This is an optimization exercise on Yosys and OpenROAD, whose aim is small area, not a production implementation.
RTL that was checked went through simulation tests only; none was proved equivalent to the original.

==> module Cordic, before the edit <==
module Cordic(input clk, input signed [15:0] Xin, input signed [15:0] Yin, input [15:0] angle,
              output reg signed [15:0] Xout, output reg signed [15:0] Yout);
   function [15:0] radd;
      input [15:0] a;
      input [15:0] b;
      input        cin;
      integer k;
      reg c;
      begin
         c = cin;
         for (k = 0; k < 16; k = k + 1) begin
            radd[k] = a[k] ^ b[k] ^ c;
            c = (a[k] & b[k]) | (a[k] & c) | (b[k] & c);
         end
      end
   endfunction
   function [31:0] iter;
      input [15:0] x;
      input [15:0] y;
      input        neg;
      input [2:0]  sh;
      reg [15:0] xs, ys;
      begin
         xs = $signed(x) >>> sh;
         ys = $signed(y) >>> sh;
         iter = {radd(x, ys ^ {16{~neg}}, ~neg), radd(y, xs ^ {16{neg}}, neg)};
      end
   endfunction
   function [15:0] scale;
      input [15:0] v;
      reg [31:0] xe, t, u;
      begin
         xe = {{16{v[15]}}, v};
         t = xe + (xe << 2) + (xe << 5);
         u = (t << 8) + (t << 4) - t + 32'd8192;
         scale = u[29:14];
      end
   endfunction
   localparam signed [15:0] A1 = 16'sh12e4, A2 = 16'sh09fb, A3 = 16'sh0511, A4 = 16'sh028b,
                            A5 = 16'sh0145, A6 = 16'sh00a2, A7 = 16'sh0051;
   wire signed [15:0] z1 = {{3{~angle[13]}}, angle[12:0]};    
   wire signed [15:0] z2 = z1[15] ? z1 + A1 : z1 - A1;
   wire signed [15:0] z3 = z2[15] ? z2 + A2 : z2 - A2;
   wire signed [15:0] z4 = z3[15] ? z3 + A3 : z3 - A3;
   reg [15:0] x0, y0;
   reg [1:0]  q0;
   reg [3:1]  d0;
   reg [11:0] z4r;       
   always @(posedge clk) begin
      x0 <= Xin; y0 <= Yin; q0 <= angle[15:14];
      d0 <= {z3[15], z2[15], z1[15]};
      z4r <= z4[11:0];
   end
   wire signed [15:0] z4e = {{4{z4r[11]}}, z4r};
   wire signed [15:0] z5 = z4e[15] ? z4e + A4 : z4e - A4;
   wire signed [15:0] z6 = z5[15] ? z5 + A5 : z5 - A5;
   wire signed [15:0] z7 = z6[15] ? z6 + A6 : z6 - A6;
   wire [15:0] ny0 = radd(~y0, 16'd0, 1'b1);
   wire mx = q0[1] ^ q0[0];      
   wire my = ~q0[1];             
   wire mxy = q0[1];             
   wire myy = q0[1] ^ q0[0];     
   wire [15:0] x1n = radd(x0 ^ {16{mx}},  my  ? ny0 : y0, mx);
   wire [15:0] y1n = radd(x0 ^ {16{mxy}}, myy ? ny0 : y0, mxy);
   reg [15:0] x1, y1;
   reg [7:1]  d1;
   always @(posedge clk) begin
      x1 <= ~x1n; y1 <= ~y1n; d1 <= {z7[15], z6[15], z5[15], z4e[15], d0};
   end
   wire [31:0] it1 = iter(~x1, ~y1, d1[1], 3'd1);
   reg [15:0] x2, y2; reg [7:2] d2;
   always @(posedge clk) begin x2 <= ~it1[31:16]; y2 <= ~it1[15:0]; d2 <= d1[7:2]; end
   wire [31:0] it2 = iter(~x2, ~y2, d2[2], 3'd2);
   reg [15:0] x3, y3; reg [7:3] d3;
   always @(posedge clk) begin x3 <= ~it2[31:16]; y3 <= ~it2[15:0]; d3 <= d2[7:3]; end
   wire [31:0] it3 = iter(~x3, ~y3, d3[3], 3'd3);
   reg [15:0] x4, y4; reg [7:4] d4;
   always @(posedge clk) begin x4 <= ~it3[31:16]; y4 <= ~it3[15:0]; d4 <= d3[7:4]; end
   wire [31:0] it4 = iter(~x4, ~y4, d4[4], 3'd4);
   reg [15:0] x5, y5; reg [7:5] d5;
   always @(posedge clk) begin x5 <= ~it4[31:16]; y5 <= ~it4[15:0]; d5 <= d4[7:5]; end
   wire [31:0] it5 = iter(~x5, ~y5, d5[5], 3'd5);
   reg [15:0] x6, y6; reg [7:6] d6;
   always @(posedge clk) begin x6 <= ~it5[31:16]; y6 <= ~it5[15:0]; d6 <= d5[7:6]; end
   wire [31:0] it6 = iter(~x6, ~y6, d6[6], 3'd6);
   reg [15:0] x7, y7; reg d7;
   always @(posedge clk) begin x7 <= ~it6[31:16]; y7 <= ~it6[15:0]; d7 <= d6[7]; end
   wire [31:0] it7 = iter(~x7, ~y7, d7, 3'd7);
   reg [15:0] x8, y8;
   always @(posedge clk) begin x8 <= ~it7[31:16]; y8 <= ~it7[15:0]; end
   always @(posedge clk) begin
      Xout <= scale(~x8);
      Yout <= scale(~y8);
   end
endmodule
make LEC_CHECK=0 CAP_MARGIN=20 CORE_MARGIN=2 CORE_UTILIZATION=40 SLEW_MARGIN=20 finish   # period 7.0 ns
run.sh (not shown) runs the stock make flow with config.mk's settings and CLKGATE_MAP_FILE= SYNTH_SCRIPT=/design/flow/synth_recipe.tcl, a recipe that flattens the netlist after the stock synthesis.
The first run went through all stages and came out clean.
==> next run, changes <==
--- a/flow/design.v
+++ b/flow/design.v
@@ -18,12 +18,15 @@
       input [15:0] x;
       input [15:0] y;
       input        neg;
       input [2:0]  sh;
+      reg signed [15:0] xv, yv;
       reg [15:0] xs, ys;
       begin
-         xs = $signed(x) >>> sh;
-         ys = $signed(y) >>> sh;
+         xv = x;
+         yv = y;
+         xs = xv >>> sh;
+         ys = yv >>> sh;
          iter = {radd(x, ys ^ {16{~neg}}, ~neg), radd(y, xs ^ {16{neg}}, neg)};
       end
    endfunction
    function [15:0] scale;
The new run finished clean.
Synthesized area increases slightly.
Core utilization decreases by 0.74 points.
Worst setup slack degrades by 4.3 ps.
Count of clock-buffer cells in the layout decreases by 2.
Final cell count increases slightly.
First-iteration DRC count increases slightly.
Non-clock buffer count decreases by 37.
Global-route usage barely changes.
Wire length increases by a few percent.
Function not checked in the first run of this note: the RTL went through the layout flow alone.

afterwards: timing with drivers on the ports:
No port has a modelled driver above. Below, the same layouts with a new extraction and two added sets of constraints.
Step 1 assumes that a clkbuf_16 drives the clock port and a buf_2 every other input.
Step 2 also shifts input and output timing later by t, the mid clock arrival at the registers, as if the neighbouring blocks saw the same clock.
Slacks: no drivers / after step 1 / after step 2; pairs: no drivers / after step 1.
run | t, ns | setup WS [ns] | worst register clock-pin slew, ns
the first run | 0.623 | 0.244 / 0.244 / -0.197 | 0.07 / 0.07
the second run | 0.624 | 0.240 / 0.240 / -0.254 | 0.06 / 0.06
With both steps, setup timing fails in the first run and the second run, where it was met with ideal ports. The setup slack of the second run, which loses most, moves by 0.000 ns with the drivers and by -0.494 ns with both steps.
